Optimization exercise on an open flow, not production practice.
RTL: at most simulated, not proved equivalent.
Function not checked: runs 4 to 8.
Power: default activity.

==> design.v <==
`timescale 1ns/10ps
module ELA(clk, rst, in_data, data_rd, req, wen, addr, data_wr, done);
	input				clk;
	input				rst;
	input		[7:0]	in_data;
	input		[7:0]	data_rd;
	output				req;
	output		reg		wen;
	output		reg[9:0]addr;
	output		reg[7:0]data_wr;
	output				done;
	reg [2:0]state, next_state;
	reg [7:0]buff[0:31];
	reg [4:0]row, col;
	reg [1:0]cnt;
	reg [7:0]tmp1, tmp2;
	wire [7:0] d1,d2,d3;
	wire [7:0] a,b,c,d,e,f;
	reg [8:0]out_tmp;
	assign a = buff[0];
	assign b = buff[1];
	assign c = buff[4];
	assign d = buff[2];
	assign e = buff[3];
	assign f = buff[5];
	parameter IDLE =    3'd0; 
	parameter ODD_RD_WR=3'd1; 
	parameter EVEN_RD = 3'd2; 
	parameter EVEN_WR = 3'd3; 
	parameter DONE =    3'd4; 
	always @(posedge clk or posedge rst) begin
		if(rst)
			state <= IDLE;
		else 
			state <= next_state;
	end
	always @(*) begin
		case(state)
			IDLE :begin
				next_state = ODD_RD_WR;
			end
			ODD_RD_WR :begin
				if(&col && row == 30)begin
					next_state = EVEN_RD;
				end
				else begin
					next_state = ODD_RD_WR;
				end
			end
			EVEN_RD :begin
				if((col == 0) && cnt == 3)
					next_state = EVEN_WR;
				else if((col != 0) && cnt == 2)
					next_state = EVEN_WR;
				else 
					next_state = EVEN_RD;
			end
			EVEN_WR :begin
				if(col == 31 && row == 30)
					next_state = DONE;
				else
					next_state = EVEN_RD;
			end
			DONE:
				next_state = DONE;
			default: next_state = IDLE;
		endcase
	end
	assign req = (state == ODD_RD_WR && cnt == 0)?1:0;
	always @(posedge clk) begin
		if(next_state == EVEN_RD || next_state == EVEN_WR)begin
			if(!col) begin
				buff[cnt - 1] <= data_rd;
			end
			else if (~col) begin
				buff[cnt + 3] <= data_rd;
				if(col != 1 && !cnt)begin
					buff[0] <= buff[1];
					buff[1] <= buff[4];
					buff[2] <= buff[3];
					buff[3] <= buff[5];
				end
			end
		end
	end
	always @(posedge clk or posedge rst) begin
		if(rst)begin
			cnt <= 0;
		end
		else if(state == EVEN_RD)begin
			cnt <= cnt + 1;
		end
		else if(state == EVEN_WR)begin
			cnt <= 0;
		end
	end
	always @(posedge clk or posedge rst) begin
		if(rst)begin
			addr <= 0;
		end
		else if(state == ODD_RD_WR)begin
			addr <= {row,col};
		end
		else if(state == EVEN_RD)begin
			if(col == 0)begin
				if(cnt == 0 || cnt == 1)
					addr <= {row,3'd0,cnt};
				else
					addr <= {row +5'd2,3'd0,cnt - 2'd2}; 
			end
			else begin
				if(cnt == 0)
					addr <= {row , col + 5'd1};
				else
					addr <= {row +5'd2, col + 5'd1};
			end
		end
		else if (state == EVEN_WR)begin
			addr <= {row + 5'd1,col};
		end
	end
	assign d1 = (a>f)?a-f:f-a;
	assign d2 = (b>e)?b-e:e-b;
	assign d3 = (c>d)?c-d:d-c;
	always @(*) begin
		if(!col) begin
			out_tmp = buff[0] + buff[2];
		end
		else if(&col)begin   
			out_tmp = (buff[4] + buff[5]);
		end
		else begin
			if(d2 <= d1 && d2 <= d3)
				out_tmp = (b+e);
			else if(d1 <= d2 && d1 <= d3)	
				out_tmp = (a+f);
			else
				out_tmp = (c+d);
		end
	end
	always @(posedge clk) begin
		if(state == ODD_RD_WR)
			data_wr <= in_data;
		else if(state == EVEN_WR)
			data_wr <= out_tmp[8:1];
	end
	always @(posedge clk or posedge rst) begin
		if(rst)
			wen <= 0;
		else if(state == ODD_RD_WR || state == EVEN_WR)
			wen <= 1;
		else
			wen <= 0;
	end
	always @(posedge clk or posedge rst) begin
		if(rst)begin  
			row <= 0;
			col <= 0;
		end
		else if(state == ODD_RD_WR)begin 
			if(col == 31 && state == ODD_RD_WR)
				row <= row + 2;
			col <= col +1;
		end
		else if(state == EVEN_WR)begin
			if(col == 31)begin
				row <= row + 2;
			end
			col <= col + 1;
		end
	end
	assign done = (state == DONE)?1:0;
endmodule
==> run.sh <==
#!/bin/bash
# synth_recipe.tcl (not shown) runs the flow's synth.tcl, then flattens the netlist and writes it again
# the make line also repeats each setting of config.mk as NAME=value (left out here)
make -C /OpenROAD-flow-scripts/flow DESIGN_CONFIG=/design/flow/config.mk WORK_HOME=/design/flow/orfs CLKGATE_MAP_FILE= SYNTH_SCRIPT=/design/flow/synth_recipe.tcl finish
==> config.mk <==
export PLATFORM = sky130hd
export DESIGN_NAME = ELA
export DESIGN_NICKNAME = ELA
export VERILOG_FILES = /design/flow/design.v
export SDC_FILE = /design/flow/constraint.sdc
export NUM_CORES = 8
export LEC_CHECK = 0
export CAP_MARGIN = 20
export CORE_MARGIN = 2
export CORE_UTILIZATION = 40
export SLEW_MARGIN = 20
==> constraint.sdc <==
create_clock -name core_clock -period 7.0 [get_ports {clk}]
set_input_delay 1.4000 -clock core_clock [delete_from_list [all_inputs] [get_ports {clk}]]
set_output_delay 1.4000 -clock core_clock [all_outputs]
set_load 0.01 [all_outputs]
==> results_dict.tcl, run 1 <==
set metrics [dict create \
    cp-start-kind "flop" \
    synth_flop_cell "edfxtp_1" \
    drtIter0Drc 437 \
    routedWlPerCell_um 19.75 \
    netlist_area_um2 7686 \
    ys_async_sr_fraction_pct 30.86 \
    yosys_warnings 1 \
    antenna_cells 0 \
    max-clock-path-buffers 2 \
    critical_path_required_ns 7.11 \
    cts.repair.resized 0 \
    power_mw 1.034 \
    cts_root_buf "clkbuf_16" \
    area_delta_synth_final_pct 12.16 \
    finalCritPeriodShare_pct 83.32 \
    drive_gt1_share_pct 5.537 \
    grt_pass1_wl_um 34470 \
    dieWidth_um 142.6 \
    ios 39 \
    holdBufCountCts 0 \
    via_per_inst 5.564 \
    cp_num_buf_inv 4 \
    p_per_area_nw_per_um2 119.9 \
    portBuffers 38 \
    cp_cell_sequence "inv_1 > ha_1 > inv_1 > fa_1 > nand3_1 > a21oi_1 > o21ai_1 > buf_4 > mux2_2 > a21oi_1 > o21ai_0 > a311oi_1 > xnor2_1 > ha_1 > a21o_1 > a21o_1 > a21o_1 > a211o_1 > inv_1 > a21bo_2 > a31oi_1 > or2_1 > mux2i_1 > o311a_1" \
    synth_cell_types 72 \
    endpoint_kind "flop" \
    htreeDepth 3 \
    antenna_found_initial 0 \
    wl_met1_um 9815 \
    ys_ff_latch 81 \
    synth_area_per_cell_um2 9.064 \
    critical_path.max_fanout 9 \
    period_minus_slack_ns 5.833 \
    fmax_ghz 0.1714 \
    grt_remaining_overflow 0 \
    synth_edf_count 56 \
    core_um2 18770 \
    top_layer_used "met4" \
    synth_seq_area_share_pct 30.02 \
    first_global_vias 6149 \
    hold_violations 0 \
    clock_latency_ns 0.36 \
    die_area_um2 20340 \
    row_count 50 \
    max_slew.worst_pin.slew_ns 0.8619 \
    die_y_um 142.6 \
    cts_setup_buffers 0 \
    grt_setup_unrepaired "no" \
    fin_nets 1025 \
    hold_ws_ns 0.4788 \
    firstDrtPassIters 4 \
    cts.clk_slew.worst_paths_ns 0.07 \
    ant_nets 0 \
    vdd_drop_max_mv 0.1094 \
    wl_met2_um 10490 \
    hpwl_um 17970 \
    cts_num_sinks 81 \
    filler_cell_count 1833 \
    start_util_pct 40.95 \
    hold_path_class "flop to flop" \
    slew_headroom_pct 42.15 \
    cts_buffers 9 \
    leakage_nw 3.785 \
    worstSetupPathType "flop to flop" \
    vias 6226 \
    final_max_slew_viol_count 0 \
    r2r_setup_slack_ns 1.17 \
    gp_congestion 0.9939 \
    setup_viol 0 \
    syn_inst 848 \
    grt.total_usage_pct 22.38 \
    outcome "timing/DRC/antenna clean" \
    met3WireLength_um 863 \
    finalClockSkew_ns 0.01080 \
    drc 0 \
    cp_slowest_cell "a311oi_1" \
    finalSetupTns_ns 0 \
    totalWireLength_um 22100 \
    slowest_delay_ns 0.49 \
    syn_nets 993 \
    cp_top_family "compound AO/OA/AOI/OAI gates" \
    critPathArrivalTime_ns 5.94 \
    cts_tree "done" \
    maxCapViolations 0 \
    grt_max_degree 43 \
]
==> path summary, 6_finish.rpt <==
check                                startpoint                   end  depth (start not counted)
max                        buff[0][0]$_DFFE_PP_  data_wr[1]$_DFFE_PP_                         24
min                         addr[9]$_DFFE_PP0P_   addr[9]$_DFFE_PP0P_                          2
max reg2reg                buff[0][0]$_DFFE_PP_  data_wr[1]$_DFFE_PP_                         24
min reg2reg                 addr[9]$_DFFE_PP0P_   addr[9]$_DFFE_PP0P_                          2
max in group asynchronous                   rst    state[0]$_DFF_PP0_                          3
min in group asynchronous                   rst         wen$_DFF_PP0_                          2
==> cell usage in the layout (no fill, tap or decap), drive strengths merged, types with 6 or more instances in the layout <==
master	n
ha	116
inv	97
nand2	78
o21ai	68
a21oi	57
edfxtp	56
xnor2	47
nor2	46
clkdlybuf4s50	38
dfrtp	25
o21bai	18
mux2i	16
nor3	14
nand4	12
clkbuf	12
nand3	11
fa	11
mux2	11
a21o	10
a211oi	10
nand2b	9
xor2	9
a31oi	8
buf	8
o22ai	6
nor2b	6
==> cells by family (layout without fill, tap and decap cells) <==
family / after synthesis / in the layout / share of synthesized area (%)
AOI/OAI and AO/OA: 231 / 231 / 19.34
xor gates and xnor gates: 56 / 56 / 6.381
adders and majority gates: 129 / 129 / 22.01
buffers and inverters: 121 / 158 / 6.121
DFF: 81 / 81 / 30.02
muxes: 27 / 27 / 3.744
and+or+nand+nor: 203 / 203 / 12.39
==> metal layers <==
| layer | vias up | track usage (%) |
|---|---|---|
| met5 | - | 0 |
| met4 | 0 | 9.849 |
| met3 | 39 | 3.119 |
| met2 | 158 | 37.04 |
| met1 | 2971 | 29.21 |
| li1 | 3058 | - |
==> stage by stage <==
stage	utilization, %	area, um^2	std cells	setup WS [ns]
floorplan	-	7686	848	1.686
global placement	44.23	8302	1102	1.256
detailed placement	44.23	8302	1102	1.251
CTS	45.79	8593	1118	1.225
global route	45.93	8621	1119	0.7340
finish	45.93	8621	1119	1.167
==> state kept, by name, summed over array words and instances (netlist names) <==
signal   cells
state        3
wen          1
row          4
addr        10
cnt          2
buff        48
col          5
data_wr      8
==> final cells by class <==
type | count | area (um^2) | area share, %
clock inverters | 4 | 35.03 | 0.4064
well taps | 234 | 292.8 | 3.396
clock buffers | 12 | 256.5 | 2.975
inverters | 96 | 360.3 | 4.180
flip-flops and latches | 81 | 2307 | 26.76
multi-input cells | 646 | 4908 | 56.94
repair buffers | 46 | 460.4 | 5.341
==> power breakdown <==
group          internal [mW]  switching (mW)  leakage, nW  total, mW
Combinational         0.0189          0.0167         2.82     0.0357
Clock                  0.264           0.218        0.145      0.482
Sequential             0.515        0.000726        0.822      0.516
Total                  0.799           0.235         3.78       1.03
==> cell usage after synthesis, types with 4 or more instances <==
master    number  area [um^2]
a31oi_1        8        50.05
a21oi_1       55        275.3
o21ai_0       66        330.3
nor2b_1        6        37.54
o31ai_1        5        37.54
inv_1         96        360.4
nor2_1        46        172.7
dfrtp_1       25        625.6
mux2i_1       16        160.2
nand4_1       11        68.82
nand3_1       11        55.05
a21o_1        10        75.07
and2_1         4        25.02
clkbuf_1      18        67.56
o21a_1         5        37.54
o31a_1         4        35.03
mux2_2        10        112.6
nand2_1       78        292.8
ha_1         116         1451
xnor2_1       47        411.6
o311a_1        4        40.04
xor2_1         9        78.83
o211ai_1       5        37.54
o21bai_1      18        135.1
o22ai_1        6        37.54
a211oi_1       8        60.06
nand2b_1       9        56.30
buf_2          4        20.02
nor3_1        14        70.07
fa_1          11        220.2
and3_1         5        31.28
edfxtp_1      56         1682
==> worst reg2reg max path: cells and delay by family (launching register included) <==
kind / cells / cell delay (ns)
AO/OA/AOI/OAI: 12 / 2.45
XOR/XNOR: 1 / 0.24
adder cells (fa/ha/maj): 3 / 0.88
buffers and inverters: 4 / 0.46
flip-flops: 1 / 0.47
multiplexers: 2 / 0.53
AND/OR/NAND/NOR: 2 / 0.57
Testbench counts, summed over its fixed seeds: cycles 82,496.
==> run 2: changes to the inputs <==
==> design.v (replaced) <==
`timescale 1ns/10ps
module ELA(clk, rst, in_data, data_rd, req, wen, addr, data_wr, done);
	input				clk;
	input				rst;
	input		[7:0]	in_data;
	input		[7:0]	data_rd;
	output				req;
	output	reg			wen;
	output	reg	[9:0]	addr;
	output	reg	[7:0]	data_wr;
	output				done;
	localparam S_W  = 2'd0;
	localparam S_RT = 2'd1;
	localparam S_RB = 2'd2;
	reg			interp, fin;
	reg	[1:0]	slot;
	reg	[8:0]	g;		 
	reg	[7:0]	t0, t1, t2, b0, b1, b2;
	reg	[1:0]	sel;
	assign req  = ~interp & ~fin;
	assign done = fin;
	wire [8:0] p = g - 9'd2;	 
	wire [7:0] d1 = (t0 > b2) ? t0 - b2 : b2 - t0;
	wire [7:0] d2 = (t1 > b1) ? t1 - b1 : b1 - t1;
	wire [7:0] d3 = (t2 > b0) ? t2 - b0 : b0 - t2;
	wire edge_col = (g[4:0] == 5'd1) || (g[4:0] == 5'd2);
	reg [1:0] sel_n;
	always @(*) begin
		if (edge_col || (d2 <= d1 && d2 <= d3))
			sel_n = 2'd0;
		else if (d1 <= d2 && d1 <= d3)
			sel_n = 2'd1;
		else
			sel_n = 2'd2;
	end
	always @(posedge clk)
		sel <= sel_n;
	reg [7:0] x, y;
	always @(*) begin
		case (sel)
			2'd1:    begin x = t0; y = b2; end
			2'd2:    begin x = t2; y = b0; end
			default: begin x = t1; y = b1; end
		endcase
	end
	wire [8:0] sum = x + y;
	always @(posedge clk or posedge rst) begin
		if (rst) begin
			interp <= 1'b0;
			fin <= 1'b0;
			slot <= S_W;
			g <= 9'd0;
			wen <= 1'b0;
		end else if (fin) begin
			wen <= 1'b0;
		end else if (!interp) begin
			wen <= 1'b1;
			g <= g + 9'd1;
			if (&g) begin
				interp <= 1'b1;
				slot <= S_W;
			end
		end else begin
			case (slot)
				S_W: begin
					slot <= S_RT;
					wen <= 1'b0;
				end
				S_RT: begin
					slot <= S_RB;
					wen <= 1'b0;
				end
				default: begin
					slot <= S_W;
					g <= g + 9'd1;
					wen <= ~(&p[8:1]);
					if (p == 9'd479)
						fin <= 1'b1;
				end
			endcase
		end
	end
	always @(posedge clk) begin
		if (!interp)
			addr <= {g[8:5], 1'b0, g[4:0]};
		else if (slot == S_W)
			addr <= {g[8:5], 1'b0, g[4:0]};
		else if (slot == S_RT)
			addr <= {g[8:5] + 4'd1, 1'b0, g[4:0]};
		else
			addr <= {p[8:5], 1'b1, p[4:0]};
	end
	always @(posedge clk) begin
		if (!interp)
			data_wr <= in_data;
		else if (slot == S_RT)
			data_wr <= sum[8:1];
	end
	always @(posedge clk) begin
		if (interp && slot == S_RT) begin
			t0 <= t1; t1 <= t2; t2 <= data_rd;
		end
		if (interp && slot == S_RB) begin
			b0 <= b1; b1 <= b2; b2 <= data_rd;
		end
	end
endmodule
--- a/config.mk
+++ b/config.mk
@@ -10,2 +10,3 @@
 export CORE_UTILIZATION = 40
+export SETUP_SLACK_MARGIN = 3
 export SLEW_MARGIN = 20
==> run 2 against run 1 <==
- sequential share of layout area increased by 2.5 points
- worst hold slack worse by 0.025 ns
- sequential power is essentially flat
- non-clock buffer count rose by 40
- critical path type unchanged
- fmax is 37% higher
- final area shrank 10%
- via count decreased by 21%
- clock-buffer cell count shrank 1
- first-iteration DRC count fell by 43%
==> results_dict.tcl, run 2 <==
set metrics [dict create \
    outcome "timing/DRC/antenna clean" \
    max_slew.worst_pin.slew_ns 1.152 \
    syn_nets 717 \
    finalClockSkew_ns 0.007530 \
    largest_reg_flops 10 \
    die_area_um2 16340 \
    seqPwrFrac_pct 53.3 \
    portBuffers 38 \
    yosys_warnings 1 \
    finalCritPeriodShare_pct 60.64 \
    utilization_pct 51.38 \
    grt_pass1_wl_um 25430 \
    worst_slack_ns 2.755 \
    first_global_vias 4973 \
    drc 0 \
    yosysTopAreaCell "edfxtp_1" \
    ys_async_sr_fraction_pct 17.07 \
    cp_cell_sequence "inv_1 > ha_2 > inv_1 > fa_2 > nand3_4 > a21oi_4 > buf_4 > o221a_2 > a211oi_1 > a31oi_1 > o21ai_2 > o21ai_1 > a21oi_2 > xnor2_2 > ha_4 > nand4_1 > nor2_2 > nor3_1 > a211o_1 > a221o_1 > a21oi_2 > a21oi_1" \
    cts_root_buf "clkbuf_16" \
    synth_flop_cell "edfxtp_1" \
    switching_share_pct 20.82 \
    grt_remaining_overflow 0 \
    synth_cell_types 65 \
    ant_nets 0 \
    fin_nets 798 \
    synthMuxAreaShare_pct 5.324 \
    critPathArrivalTime_ns 4.48 \
    routedWlPerCell_um 17.91 \
    drive_gt1_share_pct 22.09 \
    grt.total_usage_pct 20.05 \
    grt_setup_unrepaired "yes" \
    cts.clk_slew.worst_paths_ns 0.06 \
    top_regs "addr x10, g x9" \
    yosysMostFrequentCell "inv_1" \
    synth_seq_area_share_pct 37.05 \
    die_y_um 127.8 \
    power.switching_mw 0.2022 \
    cp_num_buf_inv 3 \
    cp_slowest_cell "edfxtp_1" \
    worstSetupPathType "flop to flop" \
    critical_path.max_fanout 3 \
    row_count 45 \
    max-clock-path-buffers 2 \
    power_frac_comb_pct 2.1 \
    clockPowerShare_pct 44.6 \
    synth_edf_count 56 \
    core_um2 15090 \
    cts_tree "done" \
    gp_congestion 0.9183 \
    synth_fa_ha_area_share_pct 19.34 \
    vias 4925 \
    cp-start-kind "flop" \
    synth-simple-area-share_pct 9.792 \
    cts_buffers 9 \
    via_per_inst 5.565 \
    p_per_area_nw_per_um2 125.3 \
    finalSetupTns_ns 0 \
    grt_max_degree 32 \
    slowest_delay_ns 0.44 \
    netlist_area_um2 6133 \
    leakage_nw 3.331 \
    endpoint_kind "flop" \
    synth.area.top_cells "edfxtp_1 (27%), ha_1 (17%), dfrtp_1 (5.7%)" \
    internal-power_mw 0.7691 \
    period_minus_slack_ns 4.245 \
    clock_latency_ns 0.35 \
    layout_common_cells "inv_1 (83), ha_1 (68), edfxtp_1 (56)" \
    area_delta_synth_final_pct 26.40 \
    setup_viol 0 \
    vdd_drop_max_mv 0.1041 \
    ys_ff_latch 82 \
    cts_num_sinks 82 \
    regMostFlops "addr" \
    synth_area_per_cell_um2 10.04 \
    htreeDepth 3 \
    hold_path_class "flop to flop" \
    fmax_ghz 0.2356 \
    synth_top_area_share_pct 27.42 \
    final_max_slew_viol_count 0 \
    totalWireLength_um 15850 \
    antenna_found_initial 0 \
    hpwl_um 11520 \
    ios 39 \
    synth_top_family_by_area "adder cells" \
    yosys.area_share.xor_xnor_pct 6.548 \
    slew_headroom_pct 22.51 \
    antenna_cells 0 \
    critical_path_required_ns 7.24 \
    final_common_cell "inv_1" \
    syn_inst 611 \
    cp_top_family "compound AO/OA/AOI/OAI gates" \
    dieWidth_um 127.8 \
    drtIter0Drc 251 \
    post-place-ws_ns 2.179 \
    start_util_pct 40.65 \
    firstDrtPassIters 5 \
    maxCapViolations 0 \
    synth_compound_area_share_pct 15.54 \
    synth.top_cells.by_count "inv_1 (84), ha_1 (81), edfxtp_1 (56), a21oi_1 (43)" \
    hold_violations 0 \
]
-- run 2: cell count changes in the layout (fill, tap and decap cells not counted), sizes merged, moves of 12 or more --
cell	change
xnor2	-12
ha	-35
dfxtp	+12
inv	-13
nor2	-18
nand2	-44
buf	+40
o21ai	-46
o21bai	-14
-- run 2: layout make-up --
type / count / area (um^2)
clock buffers: 11 / 232.7
repair buffers: 86 / 753.2
multi-input cells: 429 / 3913
inverters: 84 / 315.3
clock inverters: 5 / 31.28
well taps: 188 / 235.2
flip-flops and latches: 82 / 2272
fillers: 1324 / 7337
-- run 2: cell families after synthesis --
group	after synthesis
xor gates and xnor gates	45
and+or+nand+nor	120
adders and majority gates	91
muxes	30
AOI/OAI and AO/OA	141
DFF	82
buffers and inverters	102
-- run 2: per-layer routing --
layer | global-route usage, % | share of wire [%] | up-vias | routed length (um)
met5 | 0 | 0 | - | 0
met4 | 7.240 | 1.7 | 0 | 274
met3 | 2.462 | 4.0 | 21 | 633
met2 | 33.94 | 49 | 128 | 7844
met1 | 26.51 | 45 | 2440 | 7099
li1 | - | - | 2336 | -
-- run 2: what timing repair did --
action,CTS,global route
setup endpoints to repair,2,3
hold endpoints to repair,0,0
cloned,2,0
buffers inserted,39,7
pin swaps,22,19
gates resized for setup,33,41
hold buffers,0,0
-- run 2: power groups by stage --
stage | Combinational (mW) | Sequential, mW | Clock [mW]
6_report | 0.0206 | 0.518 | 0.433
2_1_floorplan | 0.00321 | 0.529 | 0
5_1_grt | 0.0224 | 0.518 | 0.459
3_3_place_gp | 0.0207 | 0.528 | 0
3_5_place_dp | 0.0211 | 0.528 | 0
4_1_cts | 0.0211 | 0.518 | 0.440
-- run 2: worst register-to-register path: cells and delay by family (launching register included) --
family,cells,cell delay (ns)
AOI/OAI and AO/OA,11,1.96
adders and majority gates,3,0.83
DFF,1,0.44
xor gates and xnor gates,1,0.14
buffers and inverters,3,0.29
and+or+nand+nor,4,0.47
-- run 2: path summary, 6_finish.rpt --
path | from | end | slack (ns) | cells past startpoint
max in group asynchronous | rst | fin$_DFF_PP0_ | 5.15 | 2
min in group asynchronous | rst | g[5]$_DFFE_PP0P_ | 1.44 | 2
hold reg to reg | b1[7]$_DFFE_PP_ | b0[7]$_DFFE_PP_ | 0.45 | 0
hold / removal | b1[7]$_DFFE_PP_ | b0[7]$_DFFE_PP_ | 0.45 | 0
setup / recovery | t1[0]$_DFFE_PP_ | sel[1]$_SDFF_PP0_ | 2.76 | 22
setup reg to reg | t1[0]$_DFFE_PP_ | sel[1]$_SDFF_PP0_ | 2.76 | 22
-- run 2: through the flow --
stage	cells	area, um^2	total power [mW]	hold slack [ns]
5_1_grt	885	7752	0.9992	0.4644
3_5_place_dp	821	6704	0.5490	0.4384
3_3_place_gp	821	6704	0.5486	0.4296
4_1_cts	878	7507	0.9788	0.4504
2_1_floorplan	611	6151	0.5325	0.4109
6_report	885	7752	0.9713	0.4540
Testbench counts of run 2, summed over its fixed seeds: cycles 62,688.
==> run 3: changes to the inputs <==
--- a/config.mk
+++ b/config.mk
@@ -10,3 +10,2 @@
 export CORE_UTILIZATION = 40
-export SETUP_SLACK_MARGIN = 3
 export SLEW_MARGIN = 20
==> run 3 against run 2 <==
- still clean on timing, DRC and antenna
- clock-buffer cell count unchanged
- sequential power about the same
- clock skew increased by 0.0022 ns
- total power increased by 1.3%
- critical path depth decreased by 1
- via count decreased by 7.1%
- setup slack got worse by 0.53 ns
- combinational power about the same
- first-iteration DRC count decreased by 8.4%
- die area unchanged
- synthesized area unchanged
- routed wire length decreased by 9.6%
- critical path type unchanged
- largest power group unchanged
==> results_dict.tcl, run 3 <==
set metrics [dict create \
    cts_tree "done" \
    ys_async_sr_fraction_pct 17.07 \
    yosysTopAreaCell "edfxtp_1" \
    synth_flop_cell "edfxtp_1" \
    portBuffers 38 \
    power_mw 0.9842 \
    core_um2 15090 \
    ys_ff_latch 82 \
    area_delta_synth_final_pct 13.75 \
    drtIter0Drc 230 \
    first_global_vias 4615 \
    drive_gt1_share_pct 7.242 \
    seqPwrFrac_pct 52.6 \
    ios 39 \
    switching_share_pct 20.51 \
    die_area_um2 16340 \
    htreeDepth 3 \
    dieWidth_um 127.8 \
    gp_congestion 0.8788 \
    synth_area_per_cell_um2 10.04 \
    via_per_inst 5.467 \
    max-clock-path-buffers 2 \
    critPathArrivalTime_ns 5.01 \
    holdBufCountCts 0 \
    cts.repair.resized 0 \
    regMostFlops "addr" \
    synth.area.top_cells "edfxtp_1 (27%), ha_1 (17%), dfrtp_1 (5.7%)" \
    hold_path_class "flop to flop" \
    synth.top_cells.by_count "inv_1 (84), ha_1 (81), edfxtp_1 (56), a21oi_1 (43)" \
    top_regs "addr x10, g x9" \
    cts_num_sinks 82 \
    grt_remaining_overflow 0 \
    vdd_drop_max_mv 0.1044 \
    critical_path_required_ns 7.23 \
    grt_setup_unrepaired "no" \
    cp-start-kind "flop" \
    hpwl_um 11260 \
    filler_cell_count 1405 \
    routedWlPerCell_um 17.12 \
    leakage_nw 3.074 \
    clock_latency_ns 0.35 \
    synth_top_area_share_pct 27.42 \
    yosys_warnings 1 \
    multiInputGateArea_um2 3477 \
    cts_setup_buffers 0 \
    hold_violations 0 \
    endpoint_kind "flop" \
    maxCapViolations 0 \
    fmax_ghz 0.2093 \
    worstSetupPathType "flop to flop" \
    critical_path.max_fanout 12 \
    start_util_pct 40.65 \
    outcome "timing/DRC/antenna clean" \
    syn_nets 717 \
    setup_viol 0 \
    row_count 45 \
    utilization_pct 46.24 \
    grt_pass1_wl_um 23650 \
    max_slew.worst_pin.slew_ns 0.9818 \
    layout_common_cells "inv_1 (83), ha_1 (81), edfxtp_1 (56)" \
    die_y_um 127.8 \
    synth_seq_area_share_pct 37.05 \
    power_frac_comb_pct 2.1 \
    regArea_um2 2272 \
    finalSetupTns_ns 0 \
    cts.clk_slew.worst_paths_ns 0.07 \
    cts_buffers 9 \
    antenna_found_initial 0 \
    largest_reg_flops 10 \
    post-place-ws_ns 1.959 \
    antenna_cells 0 \
    cts_root_buf "clkbuf_16" \
    worst_slack_ns 2.222 \
    yosysMostFrequentCell "inv_1" \
    vias 4576 \
    grt_max_degree 32 \
    firstDrtPassIters 8 \
    finalClockSkew_ns 0.009758 \
    fin_nets 750 \
    clockPowerShare_pct 45.3 \
    drc 0 \
    period_minus_slack_ns 4.778 \
    synth_edf_count 56 \
    grt.total_usage_pct 18.46 \
    p_per_area_nw_per_um2 141.1 \
    final_common_cell "inv_1" \
    netlist_area_um2 6133 \
    syn_inst 611 \
    finalCritPeriodShare_pct 68.26 \
    internal-power_mw 0.7823 \
    totalWireLength_um 14330 \
    power.switching_mw 0.2018 \
    synth_cell_types 65 \
    final_max_slew_viol_count 0 \
    slew_headroom_pct 34.14 \
    ant_nets 0 \
]
==> run 3: metal layers <==
metal  wire [um]  global-route usage [%]  vias to the layer above
met5           0                       0                        -
met4         348                   7.434                        0
met3         674                   2.796                       23
met2        6991                   31.55                      137
met1        6315                   23.48                     2184
li1            -                       -                     2232
==> run 3: layout make-up <==
type / count / area share [%]
clock inverter: 5 / 0.5560
multi-input combinational: 427 / 49.84
sequential: 82 / 32.57
inverter: 84 / 4.519
timing repair buffer: 40 / 5.667
clock buffer: 11 / 3.479
tap: 188 / 3.372
==> run 3: final timing paths <==
check,startpoint,end,slack [ns],depth (start not counted)
setup / recovery,t1[0]$_DFFE_PP_,sel[0]$_SDFF_PP0_,2.22,21
hold / removal,b1[7]$_DFFE_PP_,b0[7]$_DFFE_PP_,0.48,0
setup reg to reg,t1[0]$_DFFE_PP_,sel[0]$_SDFF_PP0_,2.22,21
hold reg to reg,b1[7]$_DFFE_PP_,b0[7]$_DFFE_PP_,0.48,0
max in group asynchronous,rst,wen$_DFF_PP0_,5.18,2
min in group asynchronous,rst,fin$_DFF_PP0_,1.42,2
==> run 3: cell families (layout without fill, tap and decap cells) <==
family                   Yosys count  after routing  synth area share [%]
buffers and inverters            102            140                 6.405
XOR/XNOR                          45             45                 6.548
flip-flops                        82             82                 37.05
AO/OA/AOI/OAI                    141            141                 15.55
multiplexers                      30             30                 5.324
AND/OR/NAND/NOR                  120            120                 9.792
adder cells (fa/ha/maj)           91             91                 19.34
==> run 3: power by group through the flow <==
stage | clock, mW | combinational, mW | sequential, mW
6_report | 0.446 | 0.0204 | 0.518
5_1_grt | 0.471 | 0.0221 | 0.518
4_1_cts | 0.454 | 0.0208 | 0.518
3_5_place_dp | 0 | 0.0208 | 0.528
3_3_place_gp | 0 | 0.0204 | 0.528
2_1_floorplan | 0 | 0.00321 | 0.529
==> run 3: critical path, cell delays in order, from the launching register on <==
cell and delay (ns):
edfxtp_1 0.45, inv_1 0.09, ha_1 0.16, inv_1 0.05
fa_1 0.39, nand3_1 0.13, a21oi_1 0.12, o22ai_2 0.53
mux2i_1 0.35, nand3_1 0.11, o21ai_1 0.22, o21ai_1 0.08
a21oi_1 0.27, xnor2_1 0.12, ha_1 0.31, nand4_1 0.11
nor2_1 0.24, o21ai_2 0.08, a211o_1 0.32, a221o_1 0.30
a21oi_2 0.17, nor3b_2 0.07
==> run 3: through the flow <==
step / cells / hold slack [ns] / instance area (um^2)
after floorplan: 611 / 0.4109 / 6133
after global placement: 821 / 0.4309 / 6689
after detailed placement: 821 / 0.4496 / 6689
after CTS: 837 / 0.4743 / 6970
after global routing: 837 / 0.4884 / 6977
final: 837 / 0.4760 / 6977
==> run 4: changes to the inputs <==
==> design.v (replaced) <==
`timescale 1ns/10ps
module ELA(clk, rst, in_data, data_rd, req, wen, addr, data_wr, done);
	input				clk;
	input				rst;
	input		[7:0]	in_data;
	input		[7:0]	data_rd;
	output				req;
	output	reg			wen;
	output	reg	[9:0]	addr;
	output	reg	[7:0]	data_wr;
	output				done;
	localparam S_RT = 2'd0;
	localparam S_RB = 2'd1;
	localparam S_W  = 2'd2;
	reg			interp, fin;
	reg	[1:0]	slot;
	reg	[8:0]	g;		 
	reg	[7:0]	tn;		 
	reg	[7:0]	t0, t1, t2, b0, b1, b2;
	reg	[7:0]	d1, d2, d3;
	reg	[1:0]	sel;
	assign req  = ~interp & ~fin;
	assign done = fin;
	wire [8:0] p = g - 9'd2;	 
	always @(posedge clk) begin
		d1 <= (t0 > b2) ? t0 - b2 : b2 - t0;
		d2 <= (t1 > b1) ? t1 - b1 : b1 - t1;
		d3 <= (t2 > b0) ? t2 - b0 : b0 - t2;
	end
	wire edge_col = (g[4:0] == 5'd1) || (g[4:0] == 5'd2);
	always @(posedge clk) begin
		if (edge_col || (d2 <= d1 && d2 <= d3))
			sel <= 2'd0;
		else if (d1 <= d3)
			sel <= 2'd1;
		else
			sel <= 2'd2;
	end
	reg [7:0] x, y;
	always @(*) begin
		case (sel)
			2'd1:    begin x = t0; y = b2; end
			2'd2:    begin x = t2; y = b0; end
			default: begin x = t1; y = b1; end
		endcase
	end
	wire [8:0] sum = x + y;
	always @(posedge clk) begin
		if (!interp)
			data_wr <= in_data;
		else
			data_wr <= sum[8:1];
	end
	always @(posedge clk or posedge rst) begin
		if (rst) begin
			interp <= 1'b0;
			fin <= 1'b0;
			slot <= S_W;
			g <= 9'd0;
			wen <= 1'b0;
		end else if (fin) begin
			wen <= 1'b0;
		end else if (!interp) begin
			wen <= 1'b1;
			g <= g + 9'd1;
			if (&g)
				interp <= 1'b1;
		end else begin
			case (slot)
				S_RT: begin
					slot <= S_RB;
					wen <= 1'b0;
				end
				S_RB: begin
					slot <= S_W;
					g <= g + 9'd1;
					wen <= ~(&p[8:1]);
					if (p == 9'd479)
						fin <= 1'b1;
				end
				default: begin
					slot <= S_RT;
					wen <= 1'b0;
				end
			endcase
		end
	end
	always @(posedge clk) begin
		if (!interp || slot == S_W)
			addr <= {g[8:5], 1'b0, g[4:0]};
		else if (slot == S_RT)
			addr <= {g[8:5] + 4'd1, 1'b0, g[4:0]};
		else
			addr <= {p[8:5], 1'b1, p[4:0]};
	end
	always @(posedge clk) begin
		tn <= data_rd;
		if (interp && slot == S_RB) begin
			t0 <= t1; t1 <= t2; t2 <= tn;
			b0 <= b1; b1 <= b2; b2 <= data_rd;
		end
	end
endmodule
==> run 4 against run 3 <==
- highest routed layer unchanged
- final area rose by 12%
- largest cell class unchanged
- core utilization rose by 1.6 points
- fmax rose by 44%
- still clean
- setup slack improved by 1.5 ns
- non-clock buffer count fell by 1
- total power rose by 63%
- die area rose by 8.2%
==> results_dict.tcl, run 4 <==
set metrics [dict create \
    outcome "timing/DRC/antenna clean" \
    die_y_um 132.9 \
    antenna_found_initial 0 \
    synth.area.top_cells "edfxtp_1 (22%), ha_1 (16%), dfxtp_1 (16%)" \
    r2r_setup_slack_ns 3.68 \
    firstDrtPassIters 4 \
    cts_tree "done" \
    slew_headroom_pct 39.92 \
    final_max_slew_viol_count 0 \
    cp-start-kind "flop" \
    largest_reg_flops 10 \
    r2r_start "sel[0]$_SDFF_PP0_" \
    grt_max_degree 49 \
    first_global_vias 4835 \
    clockPowerShare_pct 55.3 \
    finalCritPeriodShare_pct 47.48 \
    power.switching_mw 0.3304 \
    cts.clk_slew.worst_paths_ns 0.06 \
    power_frac_comb_pct 1.2 \
    critPathArrivalTime_ns 3.62 \
    hold_violations 0 \
    yosysMostFrequentCell "inv_1" \
    synthMuxAreaShare_pct 3.556 \
    leakage_nw 3.446 \
    synth_flop_cell "dfxtp_1" \
    ys_ff_latch 114 \
    syn_nets 757 \
    gp_congestion 0.9195 \
    cts_buffers 17 \
    cts_num_sinks 114 \
    internal-power_mw 1.272 \
    cp_cell_sequence "inv_1 > ha_1 > o41ai_1 > a31oi_1 > fa_1 > nor2b_1 > o21ai_1 > nand2b_1 > a21o_1 > a21o_1 > a2111oi_0 > nor3_1" \
    grt.total_usage_pct 17.33 \
    top_regs "addr x10, g x9" \
    htreeDepth 4 \
    cp_top_family "compound AO/OA/AOI/OAI gates" \
    vias 4752 \
    yosysTopAreaCell "edfxtp_1" \
    r2r_cells 12 \
    setup_viol 0 \
    crit_cells 12 \
    ys_async_sr_fraction_pct 12.28 \
    final_common_cell "inv_1" \
    area_delta_synth_final_pct 18.01 \
    synth_seq_area_share_pct 42.62 \
    whs_endpoint "t2[0]$_DFFE_PP_" \
    period_minus_slack_ns 3.324 \
    yosys_warnings 1 \
    finalNonFillerCells 920 \
    crit_path_frequent_cell "a21o_1" \
    row_count 47 \
    antenna_cells 0 \
    critical_path.max_fanout 31 \
    drive_gt1_share_pct 7.429 \
    grt_pass1_wl_um 23960 \
    max_slew.worst_pin.slew_ns 0.9012 \
    holdBufCountCts 0 \
    slowest_delay_ns 0.87 \
    portBuffers 38 \
    dieWidth_um 132.9 \
    endpoint_kind "flop" \
    core_um2 16410 \
    fin_nets 798 \
    ant_nets 0 \
    yosys.area_share.xor_xnor_pct 5.268 \
    finalClockSkew_ns 0.01054 \
    max-clock-path-buffers 2 \
    cp_slowest_cell "ha_1" \
    synth_top_area_share_pct 21.67 \
    clock_latency_ns 0.42 \
    critical_path_required_ns 7.29 \
    cts.repair.resized 0 \
    cts_root_buf "clkbuf_16" \
    drtIter0Drc 247 \
    layout_common_cells "inv_1 (91), ha_1 (86), dfxtp_1 (52)" \
    hold_path_class "flop to flop" \
    finalSetupTns_ns 0 \
    synth_edf_count 48 \
    p_per_area_nw_per_um2 204.2 \
    cp_num_buf_inv 1 \
    ios 39 \
    min-delay-start "tn[0]$_DFF_P_" \
    drc 0 \
    die_area_um2 17670 \
    hpwl_um 11320 \
    routedWlPerCell_um 15.89 \
    grt_remaining_overflow 0 \
    synth-simple-area-share_pct 9.163 \
    synth_fa_ha_area_share_pct 18.29 \
    cts_setup_buffers 0 \
    grt_setup_unrepaired "no" \
    netlist_area_um2 6650 \
    synth_cell_types 64 \
    seqPwrFrac_pct 43.4 \
    via_per_inst 5.165 \
    vdd_drop_max_mv 0.1546 \
    synth.top_cells.by_count "inv_1 (91), ha_1 (86), dfxtp_1 (52), edfxtp_1 (48), a21oi_1 (46)" \
    regMostFlops "addr" \
    holdPathStages 0 \
    dp.cells 888 \
    syn_inst 646 \
    switching_share_pct 20.61 \
    start_util_pct 40.53 \
    reg2reg_to "data_wr[7]$_DFF_P_" \
    worstSetupPathType "flop to flop" \
    totalWireLength_um 14620 \
    synth_top_family_by_area "adder cells" \
    maxCapViolations 0 \
    synth_compound_area_share_pct 14.56 \
    fmax_ghz 0.3009 \
    synth_area_per_cell_um2 10.29 \
]
[run 4: changes by cell type after synthesis, moves of 6 or more]
cell / previous run / this run
o21ai_1: 2 / 10
edfxtp_1: 56 / 48
dfxtp_1: 12 / 52
mux2i_1: 18 / 12
nand3_1: 14 / 7
nor2b_1: 2 / 16
o21ai_0: 18 / 26
xnor2_1: 34 / 26
nand2_1: 34 / 24
inv_1: 84 / 91
[run 4: through the flow]
step	utilization [%]	setup WS (ns)	power (mW)	hold slack, ns	area, um^2
floorplan	-	3.786	0.7142	0.3855	6650
global placement	44.09	3.830	0.7297	0.3875	7234
detailed placement	44.09	3.693	0.7301	0.3887	7234
CTS	47.79	3.669	1.621	0.4021	7841
global route	47.83	3.316	1.650	0.4052	7848
finish	47.83	3.676	1.603	0.4013	7848
[run 4: worst max path at each step]
stage                        from  slack, ns                  to
6_report        sel[0]$_SDFF_PP0_       3.68  data_wr[7]$_DFF_P_
5_1_grt         sel[0]$_SDFF_PP0_       3.32  data_wr[7]$_DFF_P_
4_1_cts         sel[0]$_SDFF_PP0_       3.67  data_wr[7]$_DFF_P_
3_5_place_dp    sel[0]$_SDFF_PP0_       3.69  data_wr[7]$_DFF_P_
3_3_place_gp      t2[0]$_DFFE_PP_       3.83       d3[5]$_DFF_P_
2_1_floorplan  interp$_DFFE_PP0N_       3.79     b0[0]$_DFFE_PP_
[run 4: layout make-up]
cell class / count / area [um^2]
clock inverter: 14 / 177.7
fill: 1466 / 8559
timing repair buffer: 39 / 387.9
inverter: 93 / 349.1
tap: 220 / 275.3
multi-input combinational: 422 / 3395
clock buffer: 18 / 429.2
sequential: 114 / 2834
[run 4: logic make-up after synthesis]
logic type / count (synthesis)
xor+xnor: 40
flops: 114
fa+ha+maj: 93
compound gates: 152
simple gates: 115
buf+inv: 110
mux: 22
[run 4: routing by layer]
metal	vias up	GRT usage, %	routed length [um]
met1	2244	22.41	6853
met3	26	4.521	749
met2	142	28.18	6727
met5	-	0	0
met4	0	6.033	288
li1	2340	-	-
[run 4: power by group through the flow]
stage / combinational (mW) / sequential [mW] / clock (mW)
6_report: 0.0198 / 0.696 / 0.887
3_3_place_gp: 0.0196 / 0.710 / 0
3_5_place_dp: 0.0200 / 0.710 / 0
4_1_cts: 0.0202 / 0.696 / 0.905
5_1_grt: 0.0215 / 0.696 / 0.932
2_1_floorplan: 0.00318 / 0.711 / 0
==> run 5: changes to the inputs <==
--- a/design.v
+++ b/design.v
@@ -21,3 +21,4 @@
 	reg	[1:0]	sel;
-	assign req  = ~interp & ~fin;
+	reg req_r;
+	assign req  = req_r;
 	assign done = fin;
@@ -56,2 +57,3 @@
 			interp <= 1'b0;
+			req_r <= 1'b1;
 			fin <= 1'b0;
@@ -65,4 +67,6 @@
 			g <= g + 9'd1;
-			if (&g)
+			if (&g) begin
 				interp <= 1'b1;
+				req_r <= 1'b0;
+			end
 		end else begin
--- a/config.mk
+++ b/config.mk
@@ -10,2 +10,5 @@
 export CORE_UTILIZATION = 40
+export CTS_BUF_LIST = sky130_fd_sc_hd__clkbuf_4
+export CTS_CLUSTER_DIAMETER = 100
+export CTS_CLUSTER_SIZE = 40
 export SLEW_MARGIN = 20
==> run 5 against run 4 <==
- setup slack worse by 0.047 ns
- critical path depth stayed put
- global-route usage hardly changed
- non-clock buffer count stayed put
- sequential share of layout area is 1.7 points higher
- register-to-register slack worse by 0.05 ns
- clock power is 35% lower
- final area is 3.7% lower
- via count is 1.6% lower
- highest routed layer unchanged
- die area is 0.44% lower
- still clean
==> results_dict.tcl, run 5 <==
set metrics [dict create \
    outcome "timing/DRC/antenna clean" \
    totalWireLength_um 14750 \
    netlist_area_um2 6620 \
    synth.area.top_cells "edfxtp_1 (22%), ha_1 (16%), dfxtp_1 (16%)" \
    maxCapViolations 0 \
    slew_headroom_pct 45.09 \
    grt.total_usage_pct 17.31 \
    synth_seq_area_share_pct 43.21 \
    endpoint_kind "flop" \
    final_common_cell "inv_1" \
    cts.clk_slew.worst_paths_ns 0.11 \
    top_regs "addr x10, g x9" \
    ys_ff_latch 115 \
    routedWlPerCell_um 16.19 \
    area_delta_synth_final_pct 14.21 \
    clock_latency_ns 0.54 \
    critical_path_required_ns 7.41 \
    grtUsageMet2_pct 26.40 \
    first_global_vias 4726 \
    slowest_delay_ns 0.82 \
    synth_edf_count 48 \
    cp_cell_sequence "inv_1 > ha_1 > o41ai_1 > a31oi_1 > fa_1 > nor2b_1 > o21ai_0 > nand2b_1 > a21o_1 > a21o_1 > a2111oi_0 > nor3_1" \
    drive_gt1_share_pct 7.391 \
    max_slew.worst_pin.slew_ns 0.8236 \
    cp_top_family "compound AO/OA/AOI/OAI gates" \
    cts_buffers 17 \
    use_met1_pct 23.84 \
    syn_nets 747 \
    yosysTopAreaCell "edfxtp_1" \
    fmax_ghz 0.2966 \
    finalClockSkew_ns 0.02104 \
    fin_nets 788 \
    synth_flop_cell "dfxtp_1" \
    start_util_pct 40.35 \
    period_minus_slack_ns 3.371 \
    ios 39 \
    yosys_warnings 1 \
    ant_nets 0 \
    regMostFlops "addr" \
    grt_pass1_wl_um 23760 \
    reg2reg_to "data_wr[7]$_DFF_P_" \
    antenna_found_initial 1 \
    row_count 47 \
    max-clock-path-buffers 2 \
    cp-start-kind "flop" \
    grt_max_degree 49 \
    grt_use_met3_pct 4.061 \
    final_max_slew_viol_count 0 \
    synth_area_per_cell_um2 10.41 \
    dieWidth_um 132.6 \
    grt_busiest_layer "met2" \
    drc 0 \
    vdd_drop_max_mv 0.1713 \
    htreeDepth 4 \
    cts.repair.resized 0 \
    grt_setup_unrepaired "no" \
    crit_path_frequent_cell "a21o_1" \
    via_per_inst 5.135 \
    p_per_area_nw_per_um2 171.9 \
    finalSetupTns_ns 0 \
    layout_common_cells "inv_1 (87), ha_1 (86), dfxtp_1 (52)" \
    leakage_nw 3.323 \
    hold_violations 0 \
    ys_async_sr_fraction_pct 13.04 \
    setup_viol 0 \
    cp_num_buf_inv 1 \
    r2r_start "sel[0]$_SDFF_PP0_" \
    crit_start "sel[0]$_SDFF_PP0_" \
    synth.top_cells.by_count "inv_1 (87), ha_1 (86), dfxtp_1 (52), edfxtp_1 (48), a21oi_1 (40)" \
    cp_slowest_cell "ha_1" \
    core_um2 16410 \
    synth_cell_types 59 \
    largest_reg_flops 10 \
    critical_path.max_fanout 31 \
    gp_congestion 0.8782 \
    grt_remaining_overflow 0 \
    hold_ws_ns 0.4120 \
    cts_root_buf "clkbuf_4" \
    drtIter0Drc 252 \
    critPathArrivalTime_ns 3.78 \
    finalCritPeriodShare_pct 48.16 \
    firstDrtPassIters 5 \
    holdBufCountCts 0 \
    vias 4678 \
    cts_setup_buffers 0 \
    worstSetupPathType "flop to flop" \
    die_y_um 132.6 \
    die_area_um2 17590 \
    synth_top_area_share_pct 21.77 \
    hpwl_um 11630 \
    crit_path_end "data_wr[7]$_DFF_P_" \
    r2r_cells 12 \
    syn_inst 636 \
    hold_path_class "flop to flop" \
    r2r_setup_slack_ns 3.63 \
    crit_cells 12 \
    yosysMostFrequentCell "inv_1" \
    cts_num_sinks 115 \
    portBuffers 38 \
    cts_tree "done" \
]
## run 5: changes by cell type in the layout (fill, tap and decap cells not counted), moves of 5 or more
cell,before,now
clkbuf_4,0,21
clkbuf_16,17,0
o21ai_1,10,1
nor2_1,22,14
o21ai_0,26,34
nand2b_1,7,14
a21oi_1,46,40
nand2_1,24,29
## run 5: layer usage
| metal | vias up | wire length [um] |
|---|---|---|
| li1 | 2310 | - |
| met2 | 123 | 6618 |
| met1 | 2219 | 7110 |
| met4 | 0 | 284 |
| met3 | 26 | 737 |
| met5 | - | 0 |
## run 5: per-stage QoR
stage                     power, mW  setup WS, ns  std cells  util [%]  cell area [um^2]
after floorplan              0.7202         3.760        636         -              6620
after global placement       0.7358         3.907        878     43.99              7218
after detailed placement     0.7360         3.663        878     43.99              7218
after CTS                     1.316         3.656        910     46.07              7559
after global routing          1.350         3.335        911     46.08              7561
final                         1.300         3.629        911     46.08              7561
## run 5: cells by family after synthesis
family                     count (synthesis)  synth area share (%)
AOI/OAI and AO/OA                        145                 14.21
xor gates and xnor gates                  42                 5.557
adders and majority gates                 93                 18.37
buffers and inverters                    105                 6.086
DFF                                      115                 43.21
muxes                                     21                 3.459
and+or+nand+nor                          115                 9.110
## run 5: report_power, final
part	internal (mW)	switching (mW)
combinational	0.0137	0.00603
clock	0.333	0.247
sequential	0.700	0.00147
## run 5: layout make-up
cell class,instances,area [um^2]
Antenna cell,1,2.502
Sequential cell,115,2860
Clock inverter,11,182.7
Inverter,88,330.3
Tap cell,220,275.3
Clock buffer,21,157.7
Fill cell,1483,8846
Timing Repair Buffer,39,387.9
Multi-Input combinational cell,416,3364
## run 5: how the worst min path moves through the flow
stage	start	end	cells after the start
after global routing	tn[5]$_DFF_P_	t2[5]$_DFFE_PP_	0
after detailed placement	tn[7]$_DFF_P_	t2[7]$_DFFE_PP_	0
after CTS	tn[4]$_DFF_P_	t2[4]$_DFFE_PP_	0
after global placement	tn[3]$_DFF_P_	t2[3]$_DFFE_PP_	0
after floorplan	tn[0]$_DFF_P_	t2[0]$_DFFE_PP_	0
final	tn[4]$_DFF_P_	t2[4]$_DFFE_PP_	0
==> run 6: changes to the inputs <==
--- a/config.mk
+++ b/config.mk
@@ -13,2 +13,3 @@
 export CTS_CLUSTER_SIZE = 40
+export SETUP_SLACK_MARGIN = 4.3
 export SLEW_MARGIN = 20
==> run 6 against run 5 <==
- first-iteration DRC count increased by 64%
- synthesized area unchanged
- clock-buffer cell count unchanged
- core utilization increased by 2.9 points
- largest power group unchanged
- register-to-register slack improved by 0.69 ns
- synthesized cell count unchanged
- critical path depth increased by 2
- worst hold slack got worse by 0.010 ns
- highest routed layer unchanged
- sequential cell count unchanged
- via count increased by 5.3%
==> results_dict.tcl, run 6 <==
set metrics [dict create \
    outcome "timing/DRC/antenna clean" \
    grt_max_degree 49 \
    yosysMostFrequentCell "inv_1" \
    cts.clk_slew.worst_paths_ns 0.11 \
    power.switching_mw 0.2569 \
    leakage_nw 3.586 \
    wl_met1_um 7217 \
    cts_tree "done" \
    grt_remaining_overflow 0 \
    regMostFlops "addr" \
    ys_ff_latch 115 \
    routedWlPerCell_um 16.34 \
    layout_common_cells "inv_1 (85), ha_1 (82), dfxtp_1 (50)" \
    yosysTopAreaCell "edfxtp_1" \
    endpoint_kind "flop" \
    final_max_slew_viol_count 0 \
    antenna_found_initial 1 \
    ios 39 \
    max-clock-path-buffers 2 \
    cts_buffers 17 \
    vias 4927 \
    largest_reg_flops 10 \
    worstSetupPathType "flop to flop" \
    slew_headroom_pct 45.60 \
    finalClockSkew_ns 0.01837 \
    met3WireLength_um 664 \
    synth.top_cells.by_count "inv_1 (87), ha_1 (86), dfxtp_1 (52), edfxtp_1 (48), a21oi_1 (40)" \
    utilization_pct 48.94 \
    row_count 47 \
    dp.cells 878 \
    core_um2 16410 \
    internal-power_mw 1.080 \
    totalWireLength_um 15460 \
    max_slew.worst_pin.slew_ns 0.8161 \
    cp-start-kind "flop" \
    p_per_area_nw_per_um2 166.5 \
    wl_met2_um 7270 \
    switching_share_pct 19.22 \
    critical_path.max_fanout 8 \
    htreeDepth 4 \
    top_regs "addr x10, g x9" \
    power_mw 1.337 \
    cts_root_buf "clkbuf_4" \
    via_per_inst 5.208 \
    fin_nets 823 \
    grt_setup_unrepaired "yes" \
    syn_inst 636 \
    clockPowerShare_pct 46.2 \
    grt.total_usage_pct 17.90 \
    power_frac_comb_pct 1.4 \
    yosys_warnings 1 \
    die_y_um 132.6 \
    synth_cell_types 59 \
    area_delta_synth_final_pct 21.28 \
    synth_area_per_cell_um2 10.41 \
    firstDrtPassIters 5 \
    finalCritPeriodShare_pct 38.29 \
    seqPwrFrac_pct 52.4 \
    drtIter0Drc 414 \
    cts_num_sinks 115 \
    hold_violations 0 \
    dieWidth_um 132.6 \
    critPathArrivalTime_ns 3.13 \
    critical_path_required_ns 7.45 \
    hpwl_um 11370 \
    ys_async_sr_fraction_pct 13.04 \
    top_layer_used "met4" \
    vdd_drop_max_mv 0.1524 \
    portBuffers 38 \
    final_common_cell "inv_1" \
    synth_seq_area_share_pct 43.21 \
    synth_flop_cell "dfxtp_1" \
    drive_gt1_share_pct 16.55 \
    drc 0 \
    hold_path_class "flop to flop" \
    first_global_vias 4860 \
    finalSetupTns_ns 0 \
    period_minus_slack_ns 2.680 \
    synth_edf_count 48 \
    clock_latency_ns 0.55 \
    fmax_ghz 0.3731 \
    setup_viol 0 \
    syn_nets 747 \
    synth.area.top_cells "edfxtp_1 (22%), ha_1 (16%), dfxtp_1 (16%)" \
    ant_nets 0 \
    grt_pass1_wl_um 24570 \
    finalNonFillerCells 946 \
    hold_ws_ns 0.4016 \
    maxCapViolations 0 \
    die_area_um2 17590 \
    netlist_area_um2 6620 \
    synth_top_area_share_pct 21.77 \
    start_util_pct 40.35 \
    gp_congestion 0.9145 \
]
==> run 6: metrics by stage <==
stage,setup slack (ns),cell area (um^2)
floorplan,4.313,6684
global placement,3.988,7253
detailed placement,3.789,7253
CTS,4.143,7702
global route,4.218,8029
finish,4.320,8029
==> run 6: area by class of cell <==
cell class	instances	area, um^2
flip-flops and latches	115	2864
diodes	1	2.502
repair buffers	74	649.4
clock inverters	11	207.7
clock buffers	21	157.7
fillers	1489	8378
multi-input cells	416	3542
well taps	220	275.3
inverters	88	330.3
==> run 6: power by group through the flow <==
stage | combinational (mW) | sequential (mW) | clock [mW]
6_report | 0.0184 | 0.701 | 0.618
5_1_grt | 0.0200 | 0.701 | 0.660
4_1_cts | 0.0185 | 0.701 | 0.632
3_5_place_dp | 0.0201 | 0.716 | 0
3_3_place_gp | 0.0199 | 0.716 | 0
2_1_floorplan | 0.00325 | 0.717 | 0
==> run 6: per-layer routing <==
metal,global-route usage [%],up-vias
li1,-,2384
met1,23.70,2385
met2,28.04,132
met3,3.716,26
met4,8.542,0
met5,0,-
==> run 6: worst max-delay path: stages, from the launching register on <==
cell and delay, ns:
dfxtp_2 0.35, buf_4 0.12, ha_4 0.20, clkbuf_4 0.22
a22oi_1 0.09, o21ai_1 0.21, inv_1 0.11, fa_2 0.41
nor2b_2 0.11, o21ai_1 0.06, nand2b_1 0.09, a21o_1 0.12
a21o_1 0.15, xor2_1 0.08, mux2_2 0.27
==> run 6: cells by family after synthesis <==
kind of cell    count (synthesis)  synth area share, %
simple gates                  115                9.110
xor+xnor                       42                5.557
fa+ha+maj                      93                18.37
mux                            21                3.459
flops                         115                43.21
buf+inv                       105                6.086
compound gates                145                14.21
==> run 6: final timing paths <==
check | endpoint | slack (ns) | cells after the start | startpoint
max in group asynchronous | fin$_DFF_PP0_ | 5.33 | 2 | rst
min in group asynchronous | interp$_DFFE_PP0N_ | 1.22 | 2 | rst
max reg2reg | data_wr[5]$_DFF_P_ | 4.32 | 14 | sel[0]$_SDFF_PP0_
min | t2[4]$_DFFE_PP_ | 0.40 | 0 | tn[4]$_DFF_P_
min reg2reg | t2[4]$_DFFE_PP_ | 0.40 | 0 | tn[4]$_DFF_P_
max | data_wr[5]$_DFF_P_ | 4.32 | 14 | sel[0]$_SDFF_PP0_
==> run 6: what timing repair did <==
action                     CTS  global route
hold buffers                 0             0
pin swaps                    7            22
setup buffers                8            27
gates resized for setup     39            28
hold endpoints to repair     0             0
setup endpoints to repair   31            18
==> run 7: changes to the inputs <==
--- a/config.mk
+++ b/config.mk
@@ -10,5 +10,2 @@
 export CORE_UTILIZATION = 40
-export CTS_BUF_LIST = sky130_fd_sc_hd__clkbuf_4
-export CTS_CLUSTER_DIAMETER = 100
-export CTS_CLUSTER_SIZE = 40
 export SETUP_SLACK_MARGIN = 4.3
==> run 7 against run 6 <==
- still clean on timing, DRC and antenna
- global-route usage is 0.14 points higher
- final area is 3.0% higher
- synthesized cell count is the same
- critical path depth down 1
- register-to-register slack lost 0.06 ns
- die area unchanged
- total power increased by 24%
- synthesized area did not move
- largest power group is now the clock network
==> results_dict.tcl, run 7 <==
set metrics [dict create \
    clock_latency_ns 0.41 \
    synth_area_per_cell_um2 10.41 \
    first_global_vias 4874 \
    synth.area.top_cells "edfxtp_1 (22%), ha_1 (16%), dfxtp_1 (16%)" \
    antenna_cells 0 \
    largest_reg_flops 10 \
    grt_setup_unrepaired "yes" \
    antenna_found_initial 0 \
    grt.total_usage_pct 18.03 \
    crit_cells 13 \
    start_util_pct 40.35 \
    finalSetupTns_ns 0 \
    synth_fa_ha_area_share_pct 18.37 \
    regMostFlops "addr" \
    endpoint_kind "flop" \
    gp_congestion 0.9145 \
    cp_slowest_cell "ha_1" \
    ios 39 \
    area_delta_synth_final_pct 24.91 \
    critical_path.max_fanout 7 \
    synth.top_cells.by_count "inv_1 (87), ha_1 (86), dfxtp_1 (52), edfxtp_1 (48), a21oi_1 (40)" \
    worstSetupPathType "flop to flop" \
    hold_path_class "flop to flop" \
    dieWidth_um 132.6 \
    layout_common_cells "inv_1 (85), ha_1 (81), dfxtp_1 (51)" \
    grt_pass1_wl_um 24690 \
    stdcell_area_um2 8269 \
    fin_nets 814 \
    synth_top_family_by_area "adder cells" \
    synthMuxAreaShare_pct 3.459 \
    drtIter0Drc 414 \
    finalCritPeriodShare_pct 39.14 \
    synth_cell_types 59 \
    filler_cell_count 1438 \
    leakage_nw 3.677 \
    slew_headroom_pct 45.41 \
    synth_flop_cell "dfxtp_1" \
    vias 4832 \
    setup_viol 0 \
    final_common_cell "inv_1" \
    grt_remaining_overflow 0 \
    synth-simple-area-share_pct 9.110 \
    ys_async_sr_fraction_pct 13.04 \
    portBuffers 38 \
    syn_inst 636 \
    drc 0 \
    synth_seq_area_share_pct 43.21 \
    totalWireLength_um 15470 \
    max_slew.worst_pin.slew_ns 0.8189 \
    core_um2 16410 \
    routedWlPerCell_um 16.53 \
    vdd_drop_max_mv 0.1651 \
    maxCapViolations 0 \
    finalClockSkew_ns 0.007583 \
    drive_gt1_share_pct 14.53 \
    r2r_cells 13 \
    place_area_um2 7253 \
    outcome "timing/DRC/antenna clean" \
    fmax_ghz 0.3650 \
    row_count 47 \
    synth_edf_count 48 \
    htreeDepth 4 \
    die_area_um2 17590 \
    period_minus_slack_ns 2.740 \
    synth_top_area_share_pct 21.77 \
    ys_ff_latch 115 \
    yosysMostFrequentCell "inv_1" \
    yosys_warnings 1 \
    crit_start "sel[0]$_SDFF_PP0_" \
    holdBufCountCts 0 \
    min-delay-start "tn[4]$_DFF_P_" \
    firstDrtPassIters 6 \
    top_regs "addr x10, g x9" \
    die_y_um 132.6 \
    cp_num_buf_inv 2 \
    hpwl_um 11370 \
    final_max_slew_viol_count 0 \
    cts.clk_slew.worst_paths_ns 0.05 \
    cts_root_buf "clkbuf_16" \
    syn_nets 747 \
    yosys.area_share.xor_xnor_pct 5.557 \
    r2r_start "sel[0]$_SDFF_PP0_" \
    grt_max_degree 49 \
    critPathArrivalTime_ns 3.04 \
    cts_tree "done" \
    hold_violations 0 \
    p_per_area_nw_per_um2 200.7 \
    cts_buffers 17 \
    yosysTopAreaCell "edfxtp_1" \
    max-clock-path-buffers 2 \
    cp_top_family "compound AO/OA/AOI/OAI gates" \
    slowest_delay_ns 0.37 \
    via_per_inst 5.162 \
    cp-start-kind "flop" \
    holdPathStages 0 \
    hold_ws_ns 0.4005 \
    cp_cell_sequence "inv_2 > ha_4 > buf_4 > a221oi_2 > a21oi_1 > ha_1 > a21oi_2 > nand2_1 > a311oi_2 > a211oi_2 > a31oi_1 > xnor2_1 > mux2_2" \
    critical_path_required_ns 7.30 \
    cts_num_sinks 115 \
    synth_compound_area_share_pct 14.21 \
    netlist_area_um2 6620 \
    ant_nets 0 \
]
## run 7: cell count changes in the layout (fill, tap and decap cells not counted), sizes merged
cell | before | now
clkdlybuf4s15 | 1 | 0
clkbuf | 22 | 26
clkdlybuf4s50 | 17 | 30
diode | 1 | 0
buf | 36 | 27
bufinv | 6 | 3
dlygate4sd2 | 19 | 4
clkinv | 4 | 2
dlymetal6s2s | 0 | 4
## run 7: logic make-up after synthesis
kind of cell,after synthesis
compound gates,145
xor+xnor,42
fa+ha+maj,93
buf+inv,105
flops,115
mux,21
simple gates,115
## run 7: metrics by stage
step           instances  util [%]  setup slack [ns]  total power, mW
2_1_floorplan        636         -             4.313           0.7202
3_3_place_gp         878     44.21             3.988           0.7359
3_5_place_dp         878     44.21             3.789           0.7360
4_1_cts              914     48.62             4.180            1.677
5_1_grt              936     50.40             4.109            1.712
6_report             936     50.40             4.260            1.659
## run 7: worst paths after layout
check / end / slack [ns]
min: t2[4]$_DFFE_PP_ / 0.40
min reg2reg: t2[4]$_DFFE_PP_ / 0.40
max reg2reg: data_wr[6]$_DFF_P_ / 4.26
min in group asynchronous: g[3]$_DFFE_PP0P_ / 1.37
max in group asynchronous: fin$_DFF_PP0_ / 5.18
max: data_wr[6]$_DFF_P_ / 4.26
## run 7: metal layers
layer  vias up  global-route usage, %  routed length (um)
met3        23                  4.636                 625
met2        98                  28.27                7300
met4         0                  7.527                 289
met1      2345                  23.75                7255
li1       2366                      -                   -
met5         -                      0                   0
## run 7: cell type report
cell class              count  area [um^2]  share of cell area (%)
flip-flops and latches    115         2865                   34.65
repair buffers             65        620.6                   7.505
multi-input cells         416         3525                   42.62
clock inverters             6        110.1                   1.332
clock buffers              26        543.0                   6.567
well taps                 220        275.3                   3.329
inverters                  88        330.3                   3.995
## run 7: power by group
part           total, mW  switching (mW)  internal, mW
combinational     0.0194         0.00616        0.0132
sequential         0.702         0.00122         0.701
clock              0.938           0.296         0.642
## run 7: timing repair
| item | CTS | global route |
|---|---|---|
| resized for setup | 13 | 30 |
| setup endpoints to repair | 14 | 24 |
| hold endpoints to repair | 0 | 0 |
| pin swaps | 3 | 14 |
| buffers inserted | 4 | 22 |
==> run 8: changes to the inputs <==
--- a/config.mk
+++ b/config.mk
@@ -10,3 +10,2 @@
 export CORE_UTILIZATION = 40
-export SETUP_SLACK_MARGIN = 4.3
 export SLEW_MARGIN = 20
==> run 8 against run 7 <==
- routed wire length shrank 3.7%
- die area is the same
- clock-buffer cell count up 1
- clock skew up 0.0018 ns
- setup slack worse by 0.61 ns
- combinational power about the same
- via count down 3.4%
- sequential power barely moved
- sequential share of layout area up 1.8 points
- synthesized cell count is the same
- critical path type unchanged
- critical endpoint is now data_wr[7]$_DFF_P_
==> results_dict.tcl, run 8 <==
set metrics [dict create \
    yosysMostFrequentCell "inv_1" \
    via_per_inst 5.132 \
    power_frac_comb_pct 1.2 \
    hold_ws_ns 0.4017 \
    p_per_area_nw_per_um2 205.3 \
    antenna_found_initial 0 \
    regMostFlops "addr" \
    totalWireLength_um 14890 \
    endpoint_kind "flop" \
    start_util_pct 40.35 \
    syn_nets 747 \
    die_area_um2 17590 \
    finalCritPeriodShare_pct 47.86 \
    reg2reg_to "data_wr[7]$_DFF_P_" \
    holdBufCountCts 0 \
    crit_path_frequent_cell "a21o_1" \
    min-delay-start "tn[4]$_DFF_P_" \
    r2r_setup_slack_ns 3.65 \
    holdPathStages 0 \
    top_regs "addr x10, g x9" \
    critPathArrivalTime_ns 3.64 \
    finalNonFillerCells 910 \
    synth-simple-area-share_pct 9.110 \
    period_minus_slack_ns 3.351 \
    setup_viol 0 \
    synth_top_family_by_area "adder cells" \
    hpwl_um 11630 \
    finalClockSkew_ns 0.009377 \
    worstSetupPathType "flop to flop" \
    clock_latency_ns 0.42 \
    max_slew.worst_pin.slew_ns 0.8296 \
    grt.total_usage_pct 17.53 \
    hold_violations 0 \
    ys_ff_latch 115 \
    regArea_um2 2860 \
    stdcell_area_um2 7841 \
    cts_num_sinks 115 \
    post-place-ws_ns 3.663 \
    clockPowerShare_pct 55.1 \
    cp_slowest_cell "ha_1" \
    synth_area_per_cell_um2 10.41 \
    grt_remaining_overflow 0 \
    slew_headroom_pct 44.69 \
    cp_cell_sequence "inv_1 > ha_1 > o41ai_1 > a31oi_1 > fa_1 > nor2b_1 > o21ai_0 > nand2b_1 > a21o_1 > a21o_1 > a2111oi_0 > nor3_1" \
    worst_slack_ns 3.650 \
    crit_start "sel[0]$_SDFF_PP0_" \
    row_count 47 \
    slowest_delay_ns 0.83 \
    grt_setup_unrepaired "no" \
    ant_nets 0 \
    cts_buffers 17 \
    fin_nets 788 \
    utilization_pct 47.79 \
    seqPwrFrac_pct 43.7 \
    cts_setup_buffers 0 \
    die_y_um 132.6 \
    multiInputGateArea_um2 3364 \
    first_global_vias 4739 \
    critical_path_required_ns 7.29 \
    antenna_cells 0 \
    grt_pass1_wl_um 24070 \
    r2r_start "sel[0]$_SDFF_PP0_" \
    synth_edf_count 48 \
    hold_path_class "flop to flop" \
    dp.cells 878 \
    cts.clk_slew.worst_paths_ns 0.05 \
    vias 4670 \
    dieWidth_um 132.6 \
    yosysTopAreaCell "edfxtp_1" \
    outcome "timing/DRC/antenna clean" \
    final_common_cell "inv_1" \
    gp_congestion 0.8782 \
    synth.top_cells.by_count "inv_1 (87), ha_1 (86), dfxtp_1 (52), edfxtp_1 (48), a21oi_1 (40)" \
    internal-power_mw 1.307 \
    yosys.area_share.xor_xnor_pct 5.557 \
    synth_fa_ha_area_share_pct 18.37 \
    whs_endpoint "t2[4]$_DFFE_PP_" \
    layout_common_cells "inv_1 (87), ha_1 (86), dfxtp_1 (52)" \
    grt_max_degree 49 \
    cts_root_buf "clkbuf_16" \
    filler_cell_count 1453 \
    cts.repair.resized 0 \
    synth_compound_area_share_pct 14.21 \
    switching_share_pct 18.84 \
    r2r_cells 12 \
    core_um2 16410 \
    syn_inst 636 \
    yosys_warnings 1 \
    ys_async_sr_fraction_pct 13.04 \
    vdd_drop_max_mv 0.1345 \
    critical_path.max_fanout 31 \
    finalSetupTns_ns 0 \
    firstDrtPassIters 5 \
    synth_flop_cell "dfxtp_1" \
    synthMuxAreaShare_pct 3.459 \
    synth_top_area_share_pct 21.77 \
    netlist_area_um2 6620 \
    final_max_slew_viol_count 0 \
    routedWlPerCell_um 16.37 \
    maxCapViolations 0 \
    power.switching_mw 0.3033 \
    fmax_ghz 0.2985 \
]
-- run 8: layer usage --
| metal | routed length, um | vias up | GRT usage (%) |
|---|---|---|---|
| li1 | - | 2307 | - |
| met1 | 7280 | 2236 | 24.22 |
| met2 | 6654 | 108 | 26.57 |
| met3 | 673 | 19 | 4.291 |
| met4 | 286 | 0 | 6.750 |
| met5 | 0 | - | 0 |
-- run 8: power groups by stage --
stage / combinational (mW) / sequential, mW / clock, mW
finish: 0.0197 / 0.703 / 0.887
global route: 0.0217 / 0.702 / 0.938
CTS: 0.0201 / 0.703 / 0.903
detailed placement: 0.0200 / 0.716 / 0
global placement: 0.0197 / 0.716 / 0
floorplan: 0.00325 / 0.717 / 0
-- run 8: cell families (layout without fill, tap and decap cells) --
group | count (synthesis) | in the layout
xor gates and xnor gates | 42 | 42
and+or+nand+nor | 115 | 115
AOI/OAI and AO/OA | 145 | 145
buffers and inverters | 105 | 159
DFF | 115 | 115
adders and majority gates | 93 | 93
muxes | 21 | 21
-- run 8: how the worst max path moves through the flow --
stage | endpoint | slack, ns | depth (start not counted)
2_1_floorplan | b0[0]$_DFFE_PP_ | 3.76 | 3
3_3_place_gp | data_wr[7]$_DFF_P_ | 3.91 | 12
3_5_place_dp | data_wr[7]$_DFF_P_ | 3.66 | 12
4_1_cts | data_wr[7]$_DFF_P_ | 3.66 | 12
5_1_grt | data_wr[7]$_DFF_P_ | 3.31 | 12
6_report | data_wr[7]$_DFF_P_ | 3.65 | 12
-- run 8: final cells by class --
cell class	count	share of cell area, %
timing repair buffer	39	4.947
sequential	115	36.48
multi-input combinational	416	42.91
inverter	88	4.213
clock inverter	5	0.7021
clock buffer	27	7.244
tap	220	3.510
-- run 8: worst max-delay path, delay by kind of cell, from the launching register on --
kind | cells | cell delay, ns
adder cells (fa/ha/maj) | 2 | 1.09
flip-flops | 1 | 0.34
AND/OR/NAND/NOR | 3 | 0.26
AO/OA/AOI/OAI | 6 | 1.48
buffers and inverters | 1 | 0.05
